Context: an optimization exercise on an open-source flow, tuned for small area, a short achievable clock period and few clock cycles. The choices shown serve that exercise and are no tape-out recipe.
RTL that was checked went through simulation tests only; none was proved equivalent to the original.
Power and IR drop assume default switching activity.

Design JAM, start of the top module:
module JAM (
input CLK,
input RST,
output reg [2:0] W,
output reg [2:0] J,
input [6:0] Cost,
output reg [3:0] MatchCount,
output reg [9:0] MinCost,
output reg Valid );
Settings: LEC_CHECK=0, ABC_CLOCK_PERIOD_IN_PS=2500, CAP_MARGIN=20, CORE_MARGIN=2, CORE_UTILIZATION=40, SETUP_SLACK_MARGIN=2.5, SLEW_MARGIN=20; clock period 6.0 ns.
run.sh (not shown) runs the stock make flow with config.mk's settings and CLKGATE_MAP_FILE= SYNTH_SCRIPT=/design/flow/synth_recipe.tcl, a recipe that flattens the netlist after the stock synthesis.
Testbench counts at the start, summed over its fixed seeds: cycles 3,489.
Next try:
CORE_UTILIZATION = 60   (was 40)
PLACE_DENSITY = 0.75   (was default)
SETUP_SLACK_MARGIN = 3.0   (was 2.5)
Setup slack improved by 390 ps.
Clock-buffer cell count decreases by 9.
Sequential power hardly moves.
Maximum frequency increases by roughly a tenth.
Register-to-register slack improves by 330 ps.
Design area grows slightly.
Global-route usage is higher by 9.9 points.

## job 3040
JAM, a different RTL version from the one above (not shown whole).
Size: ~2200 cells after synthesis, about 460 flip-flops, ~30 I/O pins, about 24000 um^2 of cells after synthesis.
// JAM
module JAM (
input CLK,
input RST,
output reg [2:0] W,
output reg [2:0] J,
input [6:0] Cost,
output reg [3:0] MatchCount,
output reg [9:0] MinCost,
output reg Valid );
Settings: LEC_CHECK=0, ABC_CLOCK_PERIOD_IN_PS=2500, CAP_MARGIN=20, CORE_MARGIN=2, CORE_UTILIZATION=35, SETUP_SLACK_MARGIN=3.0, SLEW_MARGIN=20; clock period 6.0 ns.
Job 3040 | status: complete | timing, DRC, antenna: pass
Testbench counts of job 3040, summed over its fixed seeds: cycles 3,348.
diff inputs: job 3040 => job 8307
Settings: a change of CORE_UTILIZATION from 35 to 40.
Notes after the runs:
Job 8307 was carried through to the last stage, and its layout satisfied the timing, design-rule and antenna checks.
Post-route minimum period on job 8307 is down relative to job 3040.
Compared with job 3040, in job 8307 number of placed instances with taps included shrank by 142, final HPWL from detailed placement shrank by 520 um.
Modified inputs, job 7895 compared to job 8307
Settings: SETUP_SLACK_MARGIN: 3.0 -> 2.8; ABC_AREA: unset -> 1.
==> comparison <==
Relative to job 8307, critical path depth decreased by 13 in job 7895. Job 8307 -> job 7895: total power after layout increased by a few percent. Area share of and/or/nand/nor cells after synthesis: job 7895 higher than job 8307. From job 8307 to job 7895 the numbers moved as follows: actual transition at the worst max-transition pin fell by 53 ps; final area fell by 0.53%; hold slack fell by 4.9 ps; wire length rose by 5.9%. Between job 7895 and job 8307, the difference in level count of the clock H-tree is negligible.
## Diff of input files: job 1864 against job 7895
Settings: a change of SETUP_SLACK_MARGIN from 2.8 to 3.25.
--- outcome ---
From job 7895 to job 1864 the numbers moved as follows: routed wire length went up 4.1%; setup slack increased 250 ps. Summary: with job 7895 as the reference, first-pass GRT wire length in job 1864 moved up by a few percent. The slew at the pin with the worst max-slew slack reported for job 1864 is smaller than that of job 7895 by 160 ps.
Inputs modified between job 1864 and job 4365:
Settings: ABC_AREA removed (was 1); ABC_CLOCK_PERIOD_IN_PS changed from 2500 to 2000; SETUP_SLACK_MARGIN changed from 3.25 to 3.0.
==> notes.md <==
Sort job 1864 and job 4365 by final-layout non-clock buffer area share desc -> top: job 4365
Via count of the first global-routing pass (job 4365 over job 1864): decrease, about 12%
Going from job 1864 to job 4365, post-layout total power shrinks by 2.6%.
Looking only at placed wire-length estimate, and setting everything else aside, the lower value of job 1864 and job 4365 goes to job 4365.
Looking at last element of the critical path, the J[0] result is from job 4365; the pq47[3] one comes from job 1864.
Looking only at combinational power, and setting everything else aside, the lower value of job 1864 and job 4365 goes to job 4365.
The run showing the smaller global-route wire length before repair is job 4365.
Job 4365 vs. job 1864: routed wire length lost about 9%, TritonCTS buffer count lost 2, die area lost about 3.8%, reg2reg setup slack lost 130 ps.

old:
JAM, a different RTL version from the one above (not shown whole).
Size in the first run: ~30 I/O pins, about 24000 µm² of cells after synthesis.
make LEC_CHECK=0 ABC_CLOCK_PERIOD_IN_PS=2500 CAP_MARGIN=20 CORE_MARGIN=2 CORE_UTILIZATION=40 SETUP_SLACK_MARGIN=3.4 SLEW_MARGIN=20 finish   # period 6.0 ns
The inputs of new differ from those of old as listed below.
-- flow/config.mk --
<<< old, line 11
export CORE_UTILIZATION = 40
export SETUP_SLACK_MARGIN = 3.4
export SLEW_MARGIN = 20
>>> new, line 11
export CORE_UTILIZATION = 40
export SETUP_SLACK_MARGIN = 3.0
export SLEW_MARGIN = 20
Notes after the runs:
new: done, clean on timing, DRC and antenna
| number of buffers created by CTS | lower: old |
new — minimum hold slack 9.5 ps higher, old as reference
new vs. old: via count decreased 388, worst setup slack increased 89 ps, multi-input logic area decreased about 7%.
new against old; power after layout is up slightly.
new ended up with a lower summed area of non-filler cells in the final layout than old did.
Amount of wire on met3 after detailed routing came out lower on new than on old.
Changes observed in new relative to old: required time of the critical path decreased 30 ps; critical path depth decreased 3.
No functional check of the RTL was part of any run of this note.

[afterwards: timing with drivers on the ports]
No port has a modelled driver above. Below, the same layouts with a new extraction and two added sets of constraints.
Step 1 sets driving cells, clkbuf_16 on the clock port and buf_2 on the other inputs (assumed; they add their load-dependent delay and slew).
Step 2 times the ports against the registers' clock, not the clock port: input delays grow and output delays shrink by t, the midpoint of the rising clock arrivals with the driver on.
Three values: ideal, step 1, step 2; two values: the first two.
run | t, ns | slack for setup (ns) | worst setup path after step 2 | clock arrival spread, ns
the first run of note 1 | 0.660 | 2.595 / 2.591 / 1.969 | input to register | 0.048 / 0.048
the second run of note 1 | 0.647 | 2.988 / 2.988 / 2.485 | input to register | 0.025 / 0.025
job 3040 | 0.661 | 2.839 / 2.839 / 2.431 | input to register | 0.027 / 0.028
job 8307 | 0.662 | 2.976 / 2.976 / 2.465 | input to register | 0.034 / 0.034
job 7895 | 0.666 | 2.863 / 2.804 / 2.357 | input to register | 0.043 / 0.044
job 1864 | 0.677 | 3.109 / 3.109 / 2.699 | input to register | 0.042 / 0.042
job 4365 | 0.662 | 2.976 / 2.976 / 2.465 | input to register | 0.034 / 0.034
old | 0.671 | 2.700 / 2.700 / 2.700 | register to register | 0.045 / 0.045
new | 0.666 | 2.789 / 2.789 / 2.496 | input to register | 0.033 / 0.032
After both steps every run listed still meets setup and hold. The setup slack of the first run of note 1, which loses most, moves by -0.004 ns with the drivers and by -0.626 ns with both steps.
